This design comes from an exercise in tuning for small area, a short achievable clock period and few clock cycles on the open sky130 flow, not from production work.
Where RTL was checked, it was by simulation tests only, not by an equivalence proof against the original.

// goldschmidt_divider_q4_4
module goldschmidt_divider_q4_4 (
    input  wire       clk,
    input  wire       rst_n,
    input  wire       start,
    input  wire [7:0] numerator,
    input  wire [7:0] denominator,
    output wire [7:0] quotient,
    output reg        valid,
    output reg        error
);
clock: 8.0 ns
lec_check: 0
abc_area: 1
cap_margin: 20
core_margin: 2
core_utilization: 40
setup_slack_margin: 1.5
slew_margin: 20
standard.sh (not shown) runs the stock make flow with config.mk's settings and CLKGATE_MAP_FILE= SYNTH_SCRIPT=/design/flow/synth_recipe.tcl, a recipe that flattens the netlist after the stock synthesis.
==> flow/flow/run.sh <==
#!/bin/bash
set -euo pipefail
bash standard.sh MATCH_CELL_FOOTPRINT=0 'BUFFER_PORTS_ARGS=-buffer_cell sky130_fd_sc_hd__buf_2' finish > standard.log 2>&1
Change:
--- a/flow/design.v
+++ b/flow/design.v
@@ -450,30 +450,31 @@
     assign m2_50 = (n2[9] & c2[17]) | (n2[9] & m2_18) | (c2[17] & m2_18);
     assign m2_51 = n2[10] ^ c2[18];
     assign m2_52 = n2[10] & c2[18];
     assign m2_53 = n2[11] ^ c2[19];
     assign m2_54 = n2[11] & c2[19];
     wire [19:0] y_a = {m2_53, m2_51, m2_49, m2_47, m2_45, m2_43, m2_41, m2_39, m2_37, m2_35, m2_33, m2_31, m2_29, m2_27, m2_25, m2_23, m2_21, m2_19, (es_0 ^ ((e1_0 & n2[1]) | (e2_0 & n2[0]))), c2[0]};
     wire [19:0] y_b = {m2_52, m2_50, m2_48, m2_46, m2_44, m2_42, m2_40, m2_38, m2_36, m2_34, m2_32, m2_30, m2_28, m2_26, m2_24, m2_22, m2_20, (es_1 ^ ((e1_1 & n2[0]))), 1'b0, (es_0 ^ ((e1_0 & n2[0])))};
-    wire [8:0] ylo = {1'b0, y_a[7:0]} + {1'b0, y_b[7:0]};
-    reg [11:0] ysb, ycb;
-    reg        c8b, sg;
+    wire [12:0] ylo = {1'b0, y_a[11:0]} + {1'b0, y_b[11:0]};
+    reg [7:0]  yha, yhb;
+    reg [3:0]  n3lo;
+    reg        cy, sg;
     reg [2:0]  pb;
     reg [1:0]  sb;
     always @(posedge clk) begin
-        ysb   <= usespa ? {3'd0, speca, 1'b0} : y_a[19:8];
-        ycb   <= usespa ? 12'd0 : y_b[19:8];
-        c8b   <= ~usespa & ylo[8];
+        {yha, n3lo} <= usespa ? {3'd0, speca, 1'b0} : {y_a[19:12], ylo[11:8]};
+        yhb   <= usespa ? 8'd0 : y_b[19:12];
+        cy    <= ~usespa & ylo[12];
         pb    <= usespa ? 3'd0 : pa;
         sb    <= usespa ? 2'd3 : s3;
         sg    <= sgna;
         error <= dza;
     end
-    wire [12:0] n3c = {ysb, 1'b1} + {ycb, c8b};    
-    wire [11:0] n3  = n3c[12:1];
+    wire [8:0]  n3c = {yha, 1'b1} + {yhb, cy};    
+    wire [11:0] n3  = {n3c[8:1], n3lo};
     wire [5:0]  n3s = (sb == 2'd0) ? n3[11:6] :
                       (sb == 2'd1) ? {1'b0, n3[11:7]} :
                       (sb == 2'd2) ? {2'b0, n3[11:8]} : 6'd0;
     wire [12:0] n4  = {1'b0, n3} + {7'd0, n3s};
     wire [6:0]  ph = 7'd1 << pb;
     wire [8:0]  t = ({9{ph[0]}} & n4[8:0])  | ({9{ph[1]}} & n4[9:1])  |
                     ({9{ph[2]}} & n4[10:2]) | ({9{ph[3]}} & n4[11:3]) |
=>
- non-clock buffer count came out lower by 7
- utilization shrinks by 0.92 points
- area after synthesis drops by about 1%
- via count falls by 4.3%
- global-route usage falls by 0.21 points
- maximum frequency came out higher by about 2.8%
- final cell count fell by 3.3%
- routed wire length is lower by 3.4%
- flip-flop and latch count is lower by 4
Testbench counts after the change, summed over its fixed seeds: cycles 32,000.
For the first run of this note, only the layout was checked, not whether the RTL still works.


Another version of the RTL of goldschmidt_divider_q4_4 (not shown whole).
For scale: roughly 1600 cells after synthesis, roughly 83 flip-flops, about 10000 sq um of cells after synthesis.
Design goldschmidt_divider_q4_4, start of the top module:
module goldschmidt_divider_q4_4 (
    input  wire       clk,
    input  wire       rst_n,
    input  wire       start,
    input  wire [7:0] numerator,
    input  wire [7:0] denominator,
    output wire [7:0] quotient,
    output reg        valid,
    output reg        error
);
    reg busy;
    always @(posedge clk or negedge rst_n) begin
        if (!rst_n) begin
            busy  <= 1'b0;
            valid <= 1'b0;
        end else begin
            busy  <= start;
            valid <= busy;
        end
    end
    wire       sgn0 = numerator[7] ^ denominator[7];
    wire [7:0] nr0  = numerator[7]   ? -numerator   : numerator;
    wire [7:0] dr0  = denominator[7] ? -denominator : denominator;
    reg [2:0] p0, cls0;
    always @(*) begin
        casez (dr0)
            8'b1???????: begin p0 = 3'd7; cls0 = dr0[6:4]; end
            8'b01??????: begin p0 = 3'd6; cls0 = dr0[5:3]; end
            8'b001?????: begin p0 = 3'd5; cls0 = dr0[4:2]; end
            8'b0001????: begin p0 = 3'd4; cls0 = dr0[3:1]; end
            8'b00001???: begin p0 = 3'd3; cls0 = dr0[2:0]; end
            8'b000001??: begin p0 = 3'd2; cls0 = {dr0[1:0], 1'b0}; end
            8'b0000001?: begin p0 = 3'd1; cls0 = {dr0[0], 2'b0}; end
            default:     begin p0 = 3'd0; cls0 = 3'd0; end
        endcase
    end
    reg [4:0] bd0, bd1;
    reg [2:0] bd2;
    always @(*) begin
        case ({nr0[2:0], 1'b0})
            4'b0000:          bd0 = 5'b00000;
            4'b0010:          bd0 = 5'b00001;
  ...
clock: 8.0 ns
lec_check: 0
abc_area: 1
cap_margin: 20
core_margin: 2
core_utilization: 40
setup_slack_margin: 1.5
slew_margin: 20
Scripts as last shown in full above: flow/flow/run.sh
Then changed:
--- a/flow/design.v
+++ b/flow/design.v
@@ -56,30 +56,14 @@
             4'b1000:          bd1 = 5'b11000;
             4'b1001, 4'b1010: bd1 = 5'b10100;
             4'b1011, 4'b1100: bd1 = 5'b10010;
             default:          bd1 = 5'b10001;
         endcase
         bd2 = {1'b0, nr0[7] | (nr0[6] & nr0[5]), ~nr0[7] & (nr0[6] ^ nr0[5])};
     end
-    wire [12:0] k1a0 = ({13{cls0 == 3'd0}} & 13'd7224) |
-        ({13{cls0 == 3'd1}} & 13'd6783) |
-        ({13{cls0 == 3'd2}} & 13'd6240) |
-        ({13{cls0 == 3'd3}} & 13'd5840) |
-        ({13{cls0 == 3'd4}} & 13'd5328) |
-        ({13{cls0 == 3'd5}} & 13'd5004) |
-        ({13{cls0 == 3'd6}} & 13'd4658) |
-        ({13{cls0 == 3'd7}} & 13'd4369);
-    wire [14:0] k3a0 = ({15{cls0 == 3'd0}} & 15'd21672) |
-        ({15{cls0 == 3'd1}} & 15'd20349) |
-        ({15{cls0 == 3'd2}} & 15'd18720) |
-        ({15{cls0 == 3'd3}} & 15'd17520) |
-        ({15{cls0 == 3'd4}} & 15'd15984) |
-        ({15{cls0 == 3'd5}} & 15'd15012) |
-        ({15{cls0 == 3'd6}} & 15'd13974) |
-        ({15{cls0 == 3'd7}} & 15'd13107);
     reg [7:0] rom0;
     always @(*) begin
         case (nr0[6:0])
             7'd0: rom0 = 8'd0;
             7'd1: rom0 = 8'd187;
             7'd2: rom0 = 8'd229;
             7'd3: rom0 = 8'd108;
@@ -219,32 +203,43 @@
         else if (eq0)  spec0 = 8'h10;
         else if (d160) spec0 = 8'h80;
         else           spec0 = rom0;
     end
     reg [4:0]  bdg0, bdg1;
     reg [2:0]  bdg2;
     reg [2:0]  pa, cls;
-    reg [11:0] k1r;
-    reg [14:0] k3;
     reg        sgna, dza, usespa;
     reg [7:0]  speca;
     always @(posedge clk) begin
         bdg0   <= bd0;
         bdg1   <= bd1;
         bdg2   <= bd2;
         pa     <= p0;
         cls    <= cls0;
-        k1r    <= k1a0[11:0];
-        k3     <= k3a0;
         sgna   <= sgn0;
         dza    <= dz0;
         usespa <= dz0 | eq0 | d160 | d1280;
         speca  <= spec0;
     end
-    wire [12:0] k1 = {1'b1, k1r};
+    wire [12:0] k1 = ({13{cls == 3'd0}} & 13'd7224) |
+        ({13{cls == 3'd1}} & 13'd6783) |
+        ({13{cls == 3'd2}} & 13'd6240) |
+        ({13{cls == 3'd3}} & 13'd5840) |
+        ({13{cls == 3'd4}} & 13'd5328) |
+        ({13{cls == 3'd5}} & 13'd5004) |
+        ({13{cls == 3'd6}} & 13'd4658) |
+        ({13{cls == 3'd7}} & 13'd4369);
+    wire [14:0] k3 = ({15{cls == 3'd0}} & 15'd21672) |
+        ({15{cls == 3'd1}} & 15'd20349) |
+        ({15{cls == 3'd2}} & 15'd18720) |
+        ({15{cls == 3'd3}} & 15'd17520) |
+        ({15{cls == 3'd4}} & 15'd15984) |
+        ({15{cls == 3'd5}} & 15'd15012) |
+        ({15{cls == 3'd6}} & 15'd13974) |
+        ({15{cls == 3'd7}} & 15'd13107);
     wire       bs0 = bdg0[4], bs1 = bdg1[4];
     wire [4:1] bm0 = bdg0[3:0], bm1 = bdg1[3:0];
     wire [4:1] bm2 = {2'b00, bdg2[1:0]};
     wire m1_1;
     wire m1_2;
     wire m1_3;
     wire m1_4;
@@ -450,31 +445,29 @@
     assign m2_50 = (n2[9] & c2[17]) | (n2[9] & m2_18) | (c2[17] & m2_18);
     assign m2_51 = n2[10] ^ c2[18];
     assign m2_52 = n2[10] & c2[18];
     assign m2_53 = n2[11] ^ c2[19];
     assign m2_54 = n2[11] & c2[19];
     wire [19:0] y_a = {m2_53, m2_51, m2_49, m2_47, m2_45, m2_43, m2_41, m2_39, m2_37, m2_35, m2_33, m2_31, m2_29, m2_27, m2_25, m2_23, m2_21, m2_19, (es_0 ^ ((e1_0 & n2[1]) | (e2_0 & n2[0]))), c2[0]};
     wire [19:0] y_b = {m2_52, m2_50, m2_48, m2_46, m2_44, m2_42, m2_40, m2_38, m2_36, m2_34, m2_32, m2_30, m2_28, m2_26, m2_24, m2_22, m2_20, (es_1 ^ ((e1_1 & n2[0]))), 1'b0, (es_0 ^ ((e1_0 & n2[0])))};
-    wire [14:0] ylo = {1'b0, y_a[13:0]} + {1'b0, y_b[13:0]};
-    reg [5:0]  yha, yhb;
-    reg [5:0]  n3lo;
-    reg        cy, sg;
+    wire [8:0] ylo = {1'b0, y_a[7:0]} + {1'b0, y_b[7:0]};
+    reg [11:0] ysb, ycb;
+    reg        c8b, sg;
     reg [2:0]  pb;
     reg [1:0]  sb;
     always @(posedge clk) begin
-        {yha, n3lo} <= usespa ? {3'd0, speca, 1'b0} : {y_a[19:14], ylo[13:8]};
-        yhb   <= usespa ? 6'd0 : y_b[19:14];
-        cy    <= ~usespa & ylo[14];
+        ysb   <= usespa ? {3'd0, speca, 1'b0} : y_a[19:8];
+        ycb   <= usespa ? 12'd0 : y_b[19:8];
+        c8b   <= ~usespa & ylo[8];
         pb    <= usespa ? 3'd0 : pa;
         sb    <= usespa ? 2'd3 : s3;
         sg    <= sgna;
         error <= dza;
     end
-    wire [6:0]  n3c = {yha, 1'b1} + {yhb, cy};    
-    wire [11:0] n3  = {n3c[6:1], n3lo};
+    wire [11:0] n3  = ysb + ycb + {11'd0, c8b};
     wire [5:0]  n3s = (sb == 2'd0) ? n3[11:6] :
                       (sb == 2'd1) ? {1'b0, n3[11:7]} :
                       (sb == 2'd2) ? {2'b0, n3[11:8]} : 6'd0;
     wire [12:0] n4  = {1'b0, n3} + {7'd0, n3s};
     wire [6:0]  ph = 7'd1 << pb;
     wire [8:0]  t = ({9{ph[0]}} & n4[8:0])  | ({9{ph[1]}} & n4[9:1])  |
                     ({9{ph[2]}} & n4[10:2]) | ({9{ph[3]}} & n4[11:3]) |
=> Non-clock buffer count climbs by 24; final cell count decreases by 2.3%; synthesized cell count drops by 3.9%; core utilization rises by 2.2 points; critical path depth goes up by 3; count of clock-buffer cells in the layout came out lower by 2; final area decreases by 1.2%; via count drops by 2.8%.
No functional check of the RTL was part of any run of this note.

## what the ideal ports hide
Ports are ideal in the flow. The routed layouts listed here were re-timed in OpenROAD. Step 1, drivers: a clkbuf_16 drives clk and a buf_2 each remaining input, both assumed. Step 2 moves the port delays by t, midway between the first and last clock arrival at a register: inputs arrive t later, outputs are due t later. That takes back most of the time a late clock gives input paths. a / b / c = ideal ports / drivers / drivers and shift; a / b = the first two.
run | shift t [ns] | setup WS [ns] | worst setup path at the end | clock arrival spread, ns | cell pins on the clock port's net
the first run of note 1 | 0.383 | 1.708 / 1.664 / 2.047 | register to output | 0.010 / 0.010 | 1
the second run of note 1 | 0.386 | 1.879 / 1.835 / 2.106 | register to register | 0.010 / 0.010 | 1
the first run of note 2 | 0.387 | 1.992 / 1.950 / 2.006 | register to register | 0.014 / 0.013 | 1
the second run of note 2 | 0.365 | 1.560 / 1.517 / 1.883 | register to output | 0.007 / 0.007 | 1
After both steps every run listed still meets setup and hold.
